What follows belongs to an exercise in optimizing a design on an open flow for small area and a short achievable clock period; a production flow would make more cautious choices.
RTL that was checked went through simulation tests only; none was proved equivalent to the original.

==> job 1945 <==
// FP_ALU_SYN
module FP_ALU_SYN (
    output reg [31:0] out,
    output reg under_overflow,
    output zero,
    input  [31:0] para1,
    input  [31:0] para2,
    input  [1:0]  ALU_op,
    input  clk
);
wire [31:0] p2_eff = {para2[31] ^ (ALU_op == 2'b01), para2[30:0]};
wire        keep   = para1[30:0] >= para2[30:0];
wire [7:0]  d12    = para1[30:23] - para2[30:23];
wire [7:0]  d21    = para2[30:23] - para1[30:23];
wire [7:0]  d      = keep ? d12 : d21;
reg [31:0] op1_ff, op2_ff;
reg [1:0]  ALU_op_ff;
reg [4:0]  d_ff;
reg        big_ff, dz_ff, d1_ff;
always @(posedge clk) begin
    op1_ff    <= keep ? para1  : p2_eff;
    op2_ff    <= keep ? p2_eff : para1;
    ALU_op_ff <= ALU_op;
    d_ff      <= d[4:0];
    big_ff    <= d > 8'd24;
    dz_ff     <= d == 8'd0;
    d1_ff     <= d == 8'd1;
end
wire [31:0] add_result, multi_result;
wire        add_under_overflow, multi_under_overflow;
AddOp   add   (.out(add_result),   .under_overflow(add_under_overflow),
               .op1(op1_ff), .op2(op2_ff), .d(d_ff), .big(big_ff),
               .dz(dz_ff), .d1(d1_ff));
MultiOp multi (.out(multi_result), .under_overflow(multi_under_overflow),
               .para1(op1_ff), .para2(op2_ff));
reg [31:0] out_d;
reg        uo_d;
always @(*) begin
  ...
Settings: LEC_CHECK=0, CAP_MARGIN=20, CORE_MARGIN=2, CORE_UTILIZATION=40, SLEW_MARGIN=20, SYNTH_HIERARCHICAL=1; clock period 16.0 ns.
run.sh (not shown) runs the stock make flow with config.mk's settings and CLKGATE_MAP_FILE= SYNTH_SCRIPT=/design/flow/synth_recipe.tcl, a recipe that flattens the netlist after the stock synthesis.
==> job 8567 (differences from job 1945) <==
==> flow/flow/run.sh (new file) <==
#!/bin/bash
# Standard synthesis and layout; the layout's timing repair is asked to keep a
# larger setup margin than the flow settings allow, so that it upsizes and
# buffers the long paths.  The clock period and constraints are the design's.
set -euo pipefail
bash standard.sh synth > synth.log 2>&1
bash standard.sh finish SETUP_SLACK_MARGIN=10.5 TNS_END_PERCENT=100 > layout.log 2>&1
==> flow/standard.sh (new file) <==
#!/bin/bash
# synth_recipe.tcl (not shown) runs the flow's synth.tcl, then flattens the netlist and writes it again
# the make line also repeats each setting of config.mk as NAME=value (left out here)
make -C /OpenROAD-flow-scripts/flow DESIGN_CONFIG=/design/flow/config.mk WORK_HOME=/design/flow/orfs CLKGATE_MAP_FILE= SYNTH_SCRIPT=/design/flow/synth_recipe.tcl "${@:-finish}"
removed: flow/run.sh
==> qor summary <==
quantity	job 1945	job 8567
Status	no timing/DRC/antenna violations	no timing/DRC/antenna violations
Clock-cell share of area	1.04%	0.798%
Final worst path period share	58.7%	48.5%
Post-route met1 wirelength	47700 um	50200 um
Arrival time at the worst endpoint	9.64 ns	8.00 ns
Antenna violations before repair	0	2
Slowest library cell on the worst path	sky130_fd_sc_hd__o211ai_4	sky130_fd_sc_hd__fa_1
Non-Filler Cell Area, Final	33000 um2	36900 um2
Final net count	4049	4251
Endpoint of the most critical register-to-register path	out[9]	out[18]
DR vias	27365	29367
Smallest setup slack after layout	6.61 ns	8.24 ns
DR pass1 iterations	6	7
Met2 wire length	46300 um	50500 um
GP Congestion	0.940	0.969
Final min period	9.39 ns	7.76 ns
Worst hold slack	0.771 ns	0.787 ns
Maximum clock rate	0.106 GHz	0.129 GHz
Combined buffer and inverter count along the critical path	3	5
Number of DRC violations after detailed-routing iteration 0	2504	3598
Non-clock buffer count in the final layout	194	383


==> run K <==
FP_ALU_SYN, a different RTL version from the one above (not shown whole).
clock: 16.0 ns
lec_check: 0
cap_margin: 20
core_margin: 2
core_utilization: 40
slew_margin: 20
synth_hierarchical: 1
standard.sh (not shown) runs the stock make flow with config.mk's settings and CLKGATE_MAP_FILE= SYNTH_SCRIPT=/design/flow/synth_recipe.tcl, a recipe that flattens the netlist after the stock synthesis.
==> flow/flow/run.sh <==
#!/bin/bash
# Standard synthesis and layout, with two changes to how the layout is made
# (the clock period and constraints are the design's):
#  - every port still gets a buffer, but a buf_4 rather than the default
#    delay-type buffer;
#  - timing repair is asked to keep a larger setup margin than the flow
#    settings allow, so that it sizes and buffers the long paths.
set -euo pipefail
bash standard.sh synth > synth.log 2>&1
bash standard.sh finish SETUP_SLACK_MARGIN=10.0 TNS_END_PERCENT=100 \
    "BUFFER_PORTS_ARGS=-buffer_cell sky130_fd_sc_hd__buf_4" > layout.log 2>&1
==> run F: changes against run K <==
--- a/flow/design.v
+++ b/flow/design.v
@@ -113,44 +113,30 @@
 wire G52;
 PfxG c52 (.g(G52), .gh(G36), .ph(P36), .gl(G44));
 assign out = {G52, p0[23] ^ G51, p0[22] ^ G50, p0[21] ^ G49, p0[20] ^ G48, p0[19] ^ G47, p0[18] ^ G46, p0[17] ^ G45, p0[16] ^ G44, p0[15] ^ G43, p0[14] ^ G42, p0[13] ^ G41, p0[12] ^ G40, p0[11] ^ G39, p0[10] ^ G38, p0[9] ^ G37, p0[8] ^ G28, p0[7] ^ G27, p0[6] ^ G26, p0[5] ^ G25, p0[4] ^ G14, p0[3] ^ G13, p0[2] ^ G1, p0[1] ^ c0, p0[0] ^ cin};
 endmodule
 module ExpSub (
-    output [8:0] out,
-    input  [7:0] op1,
-    input  [7:0] op2,
+    output [5:0] out,
+    input  [4:0] op1,
+    input  [4:0] op2,
     input  cin
 );
-wire [7:0] p0 = op1 ^ op2;
-wire [7:0] g0 = op1 & op2;
+wire [4:0] p0 = op1 ^ op2;
+wire [4:0] g0 = op1 & op2;
 wire c0;
 PfxG cg0 (.g(c0), .gh(g0[0]), .ph(p0[0]), .gl(cin));
 wire G1;
 PfxG c1 (.g(G1), .gh(g0[1]), .ph(p0[1]), .gl(c0));
 wire G2, P2;
 PfxGP c2 (.g(G2), .p(P2), .gh(g0[3]), .ph(p0[3]), .gl(g0[2]), .pl(p0[2]));
-wire G3, P3;
-PfxGP c3 (.g(G3), .p(P3), .gh(g0[5]), .ph(p0[5]), .gl(g0[4]), .pl(p0[4]));
-wire G4, P4;
-PfxGP c4 (.g(G4), .p(P4), .gh(g0[7]), .ph(p0[7]), .gl(g0[6]), .pl(p0[6]));
+wire G3;
+PfxG c3 (.g(G3), .gh(g0[2]), .ph(p0[2]), .gl(G1));
+wire G4;
+PfxG c4 (.g(G4), .gh(G2), .ph(P2), .gl(G1));
 wire G5;
-PfxG c5 (.g(G5), .gh(g0[2]), .ph(p0[2]), .gl(G1));
-wire G6;
-PfxG c6 (.g(G6), .gh(G2), .ph(P2), .gl(G1));
-wire G7, P7;
-PfxGP c7 (.g(G7), .p(P7), .gh(g0[6]), .ph(p0[6]), .gl(G3), .pl(P3));
-wire G8, P8;
-PfxGP c8 (.g(G8), .p(P8), .gh(G4), .ph(P4), .gl(G3), .pl(P3));
-wire G9;
-PfxG c9 (.g(G9), .gh(g0[4]), .ph(p0[4]), .gl(G6));
-wire G10;
-PfxG c10 (.g(G10), .gh(G3), .ph(P3), .gl(G6));
-wire G11;
-PfxG c11 (.g(G11), .gh(G7), .ph(P7), .gl(G6));
-wire G12;
-PfxG c12 (.g(G12), .gh(G8), .ph(P8), .gl(G6));
-assign out = {G12, p0[7] ^ G11, p0[6] ^ G10, p0[5] ^ G9, p0[4] ^ G6, p0[3] ^ G5, p0[2] ^ G1, p0[1] ^ c0, p0[0] ^ cin};
+PfxG c5 (.g(G5), .gh(g0[4]), .ph(p0[4]), .gl(G4));
+assign out = {G5, p0[4] ^ G4, p0[3] ^ G3, p0[2] ^ G1, p0[1] ^ c0, p0[0] ^ cin};
 endmodule
 module PfxGP (output g, output p, input gh, input ph, input gl, input pl);
 assign g = gh | (ph & gl);
 assign p = ph & pl;
 endmodule
@@ -264,13 +250,14 @@
 wire [24:0] Dsum;
 BigALU near_alu (.out(Dsum), .op1(nA), .op2(~nB), .cin(nci));
 wire [22:0] norm_frac;
 wire [4:0]  shift;
 NormalizedDecoder nd (.result(norm_frac), .shift_times(shift), .in(Dsum[23:0]));
-wire [8:0] e_sum;
-ExpSub esub (.out(e_sum), .op1(E1), .op2({3'b111, ~shift}), .cin(1'b1));
-wire [7:0] e_sub = e_sum[7:0];
+wire [5:0] e_lo;
+ExpSub esub (.out(e_lo), .op1(E1[4:0]), .op2(~shift), .cin(1'b1));
+wire [2:0] E1_hi_m1 = E1[7:5] - 3'd1;
+wire [7:0] e_sub = {e_lo[5] ? E1[7:5] : E1_hi_m1, e_lo[4:0]};
 wire [24:0] e_le;
 genvar k;
 generate for (k = 0; k < 25; k = k + 1) begin : le
     assign e_le[k] = E1 <= k;
 end endgenerate
@@ -293,13 +280,16 @@
     output        keep0,      
     output        keep1,
     output        uo0,        
     output        uo1,
     input  [31:0] para1,
-    input  [31:0] para2
+    input  [31:0] para2,
+    input  [11:0] one,        
+    input  [11:0] two,        
+    input  [11:0] neg
 );
-MulCore core (.p(h), .fa(para1[22:0]), .fb(para2[22:0]));
+MulCore core (.p(h), .fa(para1[22:0]), .fb(para2[22:0]), .one(one), .two(two), .neg(neg));
 wire [8:0] es = para1[30:23] + para2[30:23];
 wire [8:0] e0 = es - 9'd127;
 wire [8:0] e1 = es - 9'd126;
 wire of0 = es >= 9'd382;
 wire of1 = es >= 9'd381;
@@ -331,50 +321,53 @@
 assign out[22:0]      = norm ? (h[23:1] & {23{keep1}}) : (h[22:0] & {23{keep0}});
 endmodule
 module MulCore (
     output [24:0] p,
     input  [22:0] fa,
-    input  [22:0] fb
+    input  [22:0] fb,
+    input  [11:0] one,    
+    input  [11:0] two,    
+    input  [11:0] neg     
 );
 wire [23:0] a = {1'b1, fa};
 wire [23:0] b = {1'b1, fb};
-wire one0, two0;
-MulBoothEnc e0 (.one(one0), .two(two0), .b2(b[1]), .b1(b[0]), .b0(1'b0));
-wire neg0 = b[1];
-wire one1, two1;
-MulBoothEnc e1 (.one(one1), .two(two1), .b2(b[3]), .b1(b[2]), .b0(b[1]));
-wire neg1 = b[3];
-wire one2, two2;
-MulBoothEnc e2 (.one(one2), .two(two2), .b2(b[5]), .b1(b[4]), .b0(b[3]));
-wire neg2 = b[5];
-wire one3, two3;
-MulBoothEnc e3 (.one(one3), .two(two3), .b2(b[7]), .b1(b[6]), .b0(b[5]));
-wire neg3 = b[7];
-wire one4, two4;
-MulBoothEnc e4 (.one(one4), .two(two4), .b2(b[9]), .b1(b[8]), .b0(b[7]));
-wire neg4 = b[9];
-wire one5, two5;
-MulBoothEnc e5 (.one(one5), .two(two5), .b2(b[11]), .b1(b[10]), .b0(b[9]));
-wire neg5 = b[11];
-wire one6, two6;
-MulBoothEnc e6 (.one(one6), .two(two6), .b2(b[13]), .b1(b[12]), .b0(b[11]));
-wire neg6 = b[13];
-wire one7, two7;
-MulBoothEnc e7 (.one(one7), .two(two7), .b2(b[15]), .b1(b[14]), .b0(b[13]));
-wire neg7 = b[15];
-wire one8, two8;
-MulBoothEnc e8 (.one(one8), .two(two8), .b2(b[17]), .b1(b[16]), .b0(b[15]));
-wire neg8 = b[17];
-wire one9, two9;
-MulBoothEnc e9 (.one(one9), .two(two9), .b2(b[19]), .b1(b[18]), .b0(b[17]));
-wire neg9 = b[19];
-wire one10, two10;
-MulBoothEnc e10 (.one(one10), .two(two10), .b2(b[21]), .b1(b[20]), .b0(b[19]));
-wire neg10 = b[21];
-wire one11 = b[22] ^ b[21];
-wire two11 = (b[23] & ~b[22] & ~b[21]) | (~b[23] & b[22] & b[21]);
-wire neg11 = b[23];
+wire one0 = one[0];
+wire two0 = two[0];
+wire neg0 = neg[0];
+wire one1 = one[1];
+wire two1 = two[1];
+wire neg1 = neg[1];
+wire one2 = one[2];
+wire two2 = two[2];
+wire neg2 = neg[2];
+wire one3 = one[3];
+wire two3 = two[3];
+wire neg3 = neg[3];
+wire one4 = one[4];
+wire two4 = two[4];
+wire neg4 = neg[4];
+wire one5 = one[5];
+wire two5 = two[5];
+wire neg5 = neg[5];
+wire one6 = one[6];
+wire two6 = two[6];
+wire neg6 = neg[6];
+wire one7 = one[7];
+wire two7 = two[7];
+wire neg7 = neg[7];
+wire one8 = one[8];
+wire two8 = two[8];
+wire neg8 = neg[8];
+wire one9 = one[9];
+wire two9 = two[9];
+wire neg9 = neg[9];
+wire one10 = one[10];
+wire two10 = two[10];
+wire neg10 = neg[10];
+wire one11 = one[11];
+wire two11 = two[11];
+wire neg11 = neg[11];
 wire pp0_0 = ((a[0] & one0) | (1'b0 & two0)) ^ neg0;
 wire pp0_1, pp0_2;
 MulBoothPP2 q0_1 (.p({pp0_2, pp0_1}), .a2(a[2]), .a1(a[1]), .a0(a[0]), .one(one0), .two(two0), .neg(neg0));
 wire pp0_3, pp0_4;
 MulBoothPP2 q0_3 (.p({pp0_4, pp0_3}), .a2(a[4]), .a1(a[3]), .a0(a[2]), .one(one0), .two(two0), .neg(neg0));
@@ -1516,17 +1509,37 @@
 wire [31:0] p2_eff = {para2[31] ^ (ALU_op == 2'b01), para2[30:0]};
 wire        keep   = para1[30:0] >= para2[30:0];
 wire [8:0]  d12    = {1'b0, para1[30:23]} - {1'b0, para2[30:23]};
 wire [7:0]  d21    = para2[30:23] - para1[30:23];
 wire [7:0]  d      = d12[8] ? d21 : d12[7:0];
+wire [31:0] n2 = keep ? p2_eff : para1;
+wire [24:0] bx1 = {1'b1, para1[22:0], 1'b0};
+wire [24:0] bx2 = {1'b1, para2[22:0], 1'b0};
+wire [11:0] one1, two1, one2, two2;
+genvar j;
+generate for (j = 0; j < 12; j = j + 1) begin : booth
+    assign one1[j] = bx1[2*j+1] ^ bx1[2*j];
+    assign two1[j] = (bx1[2*j+2] & ~bx1[2*j+1] & ~bx1[2*j]) | (~bx1[2*j+2] & bx1[2*j+1] & bx1[2*j]);
+    assign one2[j] = bx2[2*j+1] ^ bx2[2*j];
+    assign two2[j] = (bx2[2*j+2] & ~bx2[2*j+1] & ~bx2[2*j]) | (~bx2[2*j+2] & bx2[2*j+1] & bx2[2*j]);
+end endgenerate
+wire [11:0] one_n = keep ? one2 : one1;
+wire [11:0] two_n = keep ? two2 : two1;
+wire [11:0] neg_n = {1'b1, n2[21], n2[19], n2[17], n2[15], n2[13], n2[11],
+                     n2[9], n2[7], n2[5], n2[3], n2[1]};
 reg [31:0] op1_ff, op2_ff;
+reg [11:0] one_ff, two_ff;
+reg [10:0] neg_ff;
 reg [1:0]  ALU_op_ff;
 reg [4:0]  d_ff;
 reg        big_ff, dz_ff, d1_ff;
 always @(posedge clk) begin
     op1_ff    <= keep ? para1  : p2_eff;
-    op2_ff    <= keep ? p2_eff : para1;
+    op2_ff    <= n2;
+    one_ff    <= one_n;
+    two_ff    <= two_n;
+    neg_ff    <= neg_n[10:0];
     ALU_op_ff <= ALU_op;
     d_ff      <= d[4:0];
     big_ff    <= d > 8'd24;
     dz_ff     <= d == 8'd0;
     d1_ff     <= d == 8'd1;
@@ -1538,11 +1551,12 @@
 wire        mkeep0, mkeep1, muo0, muo1;
 AddOp   add   (.out(add_result), .under_overflow(add_under_overflow),
                .op1(op1_ff), .op2(op2_ff), .d(d_ff), .big(big_ff),
                .dz(dz_ff), .d1(d1_ff));
 MultiOp multi (.h(mh), .top0(mtop0), .top1(mtop1), .keep0(mkeep0), .keep1(mkeep1),
-               .uo0(muo0), .uo1(muo1), .para1(op1_ff), .para2(op2_ff));
+               .uo0(muo0), .uo1(muo1), .para1(op1_ff), .para2(op2_ff),
+               .one(one_ff), .two(two_ff), .neg({1'b1, neg_ff}));
 reg [31:0] add_r;
 reg        add_uo_r;
 reg [24:0] mh_r;
 reg [8:0]  mtop0_r, mtop1_r;
 reg        mkeep0_r, mkeep1_r, muo0_r, muo1_r;
==> run H: changes against run K <==
--- a/flow/design.v
+++ b/flow/design.v
@@ -293,13 +293,16 @@
     output        keep0,      
     output        keep1,
     output        uo0,        
     output        uo1,
     input  [31:0] para1,
-    input  [31:0] para2
+    input  [31:0] para2,
+    input  [11:0] one,        
+    input  [11:0] two,        
+    input  [11:0] neg
 );
-MulCore core (.p(h), .fa(para1[22:0]), .fb(para2[22:0]));
+MulCore core (.p(h), .fa(para1[22:0]), .fb(para2[22:0]), .one(one), .two(two), .neg(neg));
 wire [8:0] es = para1[30:23] + para2[30:23];
 wire [8:0] e0 = es - 9'd127;
 wire [8:0] e1 = es - 9'd126;
 wire of0 = es >= 9'd382;
 wire of1 = es >= 9'd381;
@@ -331,50 +334,53 @@
 assign out[22:0]      = norm ? (h[23:1] & {23{keep1}}) : (h[22:0] & {23{keep0}});
 endmodule
 module MulCore (
     output [24:0] p,
     input  [22:0] fa,
-    input  [22:0] fb
+    input  [22:0] fb,
+    input  [11:0] one,    
+    input  [11:0] two,    
+    input  [11:0] neg     
 );
 wire [23:0] a = {1'b1, fa};
 wire [23:0] b = {1'b1, fb};
-wire one0, two0;
-MulBoothEnc e0 (.one(one0), .two(two0), .b2(b[1]), .b1(b[0]), .b0(1'b0));
-wire neg0 = b[1];
-wire one1, two1;
-MulBoothEnc e1 (.one(one1), .two(two1), .b2(b[3]), .b1(b[2]), .b0(b[1]));
-wire neg1 = b[3];
-wire one2, two2;
-MulBoothEnc e2 (.one(one2), .two(two2), .b2(b[5]), .b1(b[4]), .b0(b[3]));
-wire neg2 = b[5];
-wire one3, two3;
-MulBoothEnc e3 (.one(one3), .two(two3), .b2(b[7]), .b1(b[6]), .b0(b[5]));
-wire neg3 = b[7];
-wire one4, two4;
-MulBoothEnc e4 (.one(one4), .two(two4), .b2(b[9]), .b1(b[8]), .b0(b[7]));
-wire neg4 = b[9];
-wire one5, two5;
-MulBoothEnc e5 (.one(one5), .two(two5), .b2(b[11]), .b1(b[10]), .b0(b[9]));
-wire neg5 = b[11];
-wire one6, two6;
-MulBoothEnc e6 (.one(one6), .two(two6), .b2(b[13]), .b1(b[12]), .b0(b[11]));
-wire neg6 = b[13];
-wire one7, two7;
-MulBoothEnc e7 (.one(one7), .two(two7), .b2(b[15]), .b1(b[14]), .b0(b[13]));
-wire neg7 = b[15];
-wire one8, two8;
-MulBoothEnc e8 (.one(one8), .two(two8), .b2(b[17]), .b1(b[16]), .b0(b[15]));
-wire neg8 = b[17];
-wire one9, two9;
-MulBoothEnc e9 (.one(one9), .two(two9), .b2(b[19]), .b1(b[18]), .b0(b[17]));
-wire neg9 = b[19];
-wire one10, two10;
-MulBoothEnc e10 (.one(one10), .two(two10), .b2(b[21]), .b1(b[20]), .b0(b[19]));
-wire neg10 = b[21];
-wire one11 = b[22] ^ b[21];
-wire two11 = (b[23] & ~b[22] & ~b[21]) | (~b[23] & b[22] & b[21]);
-wire neg11 = b[23];
+wire one0 = one[0];
+wire two0 = two[0];
+wire neg0 = neg[0];
+wire one1 = one[1];
+wire two1 = two[1];
+wire neg1 = neg[1];
+wire one2 = one[2];
+wire two2 = two[2];
+wire neg2 = neg[2];
+wire one3 = one[3];
+wire two3 = two[3];
+wire neg3 = neg[3];
+wire one4 = one[4];
+wire two4 = two[4];
+wire neg4 = neg[4];
+wire one5 = one[5];
+wire two5 = two[5];
+wire neg5 = neg[5];
+wire one6 = one[6];
+wire two6 = two[6];
+wire neg6 = neg[6];
+wire one7 = one[7];
+wire two7 = two[7];
+wire neg7 = neg[7];
+wire one8 = one[8];
+wire two8 = two[8];
+wire neg8 = neg[8];
+wire one9 = one[9];
+wire two9 = two[9];
+wire neg9 = neg[9];
+wire one10 = one[10];
+wire two10 = two[10];
+wire neg10 = neg[10];
+wire one11 = one[11];
+wire two11 = two[11];
+wire neg11 = neg[11];
 wire pp0_0 = ((a[0] & one0) | (1'b0 & two0)) ^ neg0;
 wire pp0_1, pp0_2;
 MulBoothPP2 q0_1 (.p({pp0_2, pp0_1}), .a2(a[2]), .a1(a[1]), .a0(a[0]), .one(one0), .two(two0), .neg(neg0));
 wire pp0_3, pp0_4;
 MulBoothPP2 q0_3 (.p({pp0_4, pp0_3}), .a2(a[4]), .a1(a[3]), .a0(a[2]), .one(one0), .two(two0), .neg(neg0));
@@ -1513,20 +1519,34 @@
     input  [1:0]  ALU_op,
     input  clk
 );
 wire [31:0] p2_eff = {para2[31] ^ (ALU_op == 2'b01), para2[30:0]};
 wire        keep   = para1[30:0] >= para2[30:0];
-wire [8:0]  d12    = {1'b0, para1[30:23]} - {1'b0, para2[30:23]};
+wire [7:0]  d12    = para1[30:23] - para2[30:23];
 wire [7:0]  d21    = para2[30:23] - para1[30:23];
-wire [7:0]  d      = d12[8] ? d21 : d12[7:0];
+wire [7:0]  d      = keep ? d12 : d21;
+wire [31:0] n2 = keep ? p2_eff : para1;
+wire [24:0] bx = {1'b1, n2[22:0], 1'b0};
+wire [11:0] one_n, two_n, neg_n;
+genvar j;
+generate for (j = 0; j < 12; j = j + 1) begin : booth
+    assign one_n[j] = bx[2*j+1] ^ bx[2*j];
+    assign two_n[j] = (bx[2*j+2] & ~bx[2*j+1] & ~bx[2*j]) | (~bx[2*j+2] & bx[2*j+1] & bx[2*j]);
+    assign neg_n[j] = bx[2*j+2];
+end endgenerate
 reg [31:0] op1_ff, op2_ff;
+reg [11:0] one_ff, two_ff;
+reg [10:0] neg_ff;
 reg [1:0]  ALU_op_ff;
 reg [4:0]  d_ff;
 reg        big_ff, dz_ff, d1_ff;
 always @(posedge clk) begin
     op1_ff    <= keep ? para1  : p2_eff;
-    op2_ff    <= keep ? p2_eff : para1;
+    op2_ff    <= n2;
+    one_ff    <= one_n;
+    two_ff    <= two_n;
+    neg_ff    <= neg_n[10:0];
     ALU_op_ff <= ALU_op;
     d_ff      <= d[4:0];
     big_ff    <= d > 8'd24;
     dz_ff     <= d == 8'd0;
     d1_ff     <= d == 8'd1;
@@ -1538,11 +1558,12 @@
 wire        mkeep0, mkeep1, muo0, muo1;
 AddOp   add   (.out(add_result), .under_overflow(add_under_overflow),
                .op1(op1_ff), .op2(op2_ff), .d(d_ff), .big(big_ff),
                .dz(dz_ff), .d1(d1_ff));
 MultiOp multi (.h(mh), .top0(mtop0), .top1(mtop1), .keep0(mkeep0), .keep1(mkeep1),
-               .uo0(muo0), .uo1(muo1), .para1(op1_ff), .para2(op2_ff));
+               .uo0(muo0), .uo1(muo1), .para1(op1_ff), .para2(op2_ff),
+               .one(one_ff), .two(two_ff), .neg({1'b1, neg_ff}));
 reg [31:0] add_r;
 reg        add_uo_r;
 reg [24:0] mh_r;
 reg [8:0]  mtop0_r, mtop1_r;
 reg        mkeep0_r, mkeep1_r, muo0_r, muo1_r;
--- a/flow/flow/run.sh
+++ b/flow/flow/run.sh
@@ -5,7 +5,7 @@
 #    delay-type buffer;
 #  - timing repair is asked to keep a larger setup margin than the flow
 #    settings allow, so that it sizes and buffers the long paths.
 set -euo pipefail
 bash standard.sh synth > synth.log 2>&1
-bash standard.sh finish SETUP_SLACK_MARGIN=10.0 TNS_END_PERCENT=100 \
+bash standard.sh finish SETUP_SLACK_MARGIN=10.5 TNS_END_PERCENT=100 \
     "BUFFER_PORTS_ARGS=-buffer_cell sky130_fd_sc_hd__buf_4" > layout.log 2>&1
==> run notes <==
                                                                  run H           run F           run K
Clk Latency, worst-skew pair                                     480 ps          520 ps          480 ps
Mean instance size in the synthesized netlist               9.325 sq um     9.187 sq um     9.361 sq um
Post-CTS setup buffers                                               50              18              40
Stage delay of the slowest cell on the critical path             410 ps          530 ps          570 ps
Instance count of the mapped netlist                               3169            3286            3117
Layout area overhead                                             18.48%          13.34%          16.27%
Worst Path Arrival                                              2630 ps         2720 ps         2720 ps
Wire length on met3                                        9858 microns   10810 microns   10320 microns
Placeable core region                                       73080 sq um     74570 sq um     72590 sq um
Starting DRT DRC Count                                             3017            2961            2840
Run status                                               finished clean  finished clean  finished clean
Crit path max fanout                                                  7              11              12
Number of iterations in the first detailed-routing pass              19               8               7
Function was not checked in any run of this note: the RTL went through the layout flow alone.

[what the ideal ports hide]
How much do the figures lean on ideal ports? The routed layouts below were timed once more, with nothing changed but the port constraints.
Step 1 (the two cells are an assumption about what drives the block):
set clk [get_ports {clk}]
set_driving_cell -lib_cell sky130_fd_sc_hd__clkbuf_16 $clk
set_driving_cell -lib_cell sky130_fd_sc_hd__buf_2 [delete_from_list [all_inputs] $clk]
Step 2 moves the port delays by t, midway between the first and last clock arrival at a register: inputs arrive t later, outputs are due t later. That takes back most of the time a late clock gives input paths.
Three values: ideal ports, drivers, drivers and shift; two values: the first two.
run	t (ns)	setup WS [ns]	hold slack, ns	worst setup path after step 2	slew at the worst register clock pin (ns)
job 1945	0.422	6.609 / 6.609 / 6.609	0.771 / 0.771 / 0.771	register to register	0.10 / 0.10
job 8567	0.425	8.241 / 8.241 / 8.241	0.787 / 0.787 / 0.787	register to register	0.08 / 0.08
run K	0.520	10.081 / 10.028 / 9.830	0.376 / 0.376 / 0.376	input to register	0.08 / 0.08
run F	0.564	10.082 / 10.023 / 9.624	0.370 / 0.370 / 0.370	input to register	0.09 / 0.09
run H	0.521	10.167 / 10.114 / 10.072	0.377 / 0.377 / 0.377	input to register	0.08 / 0.08
After both steps setup and hold are still met in every run listed. The setup slack of run F, which loses most, moves by -0.059 ns with the drivers and by -0.458 ns with both steps.
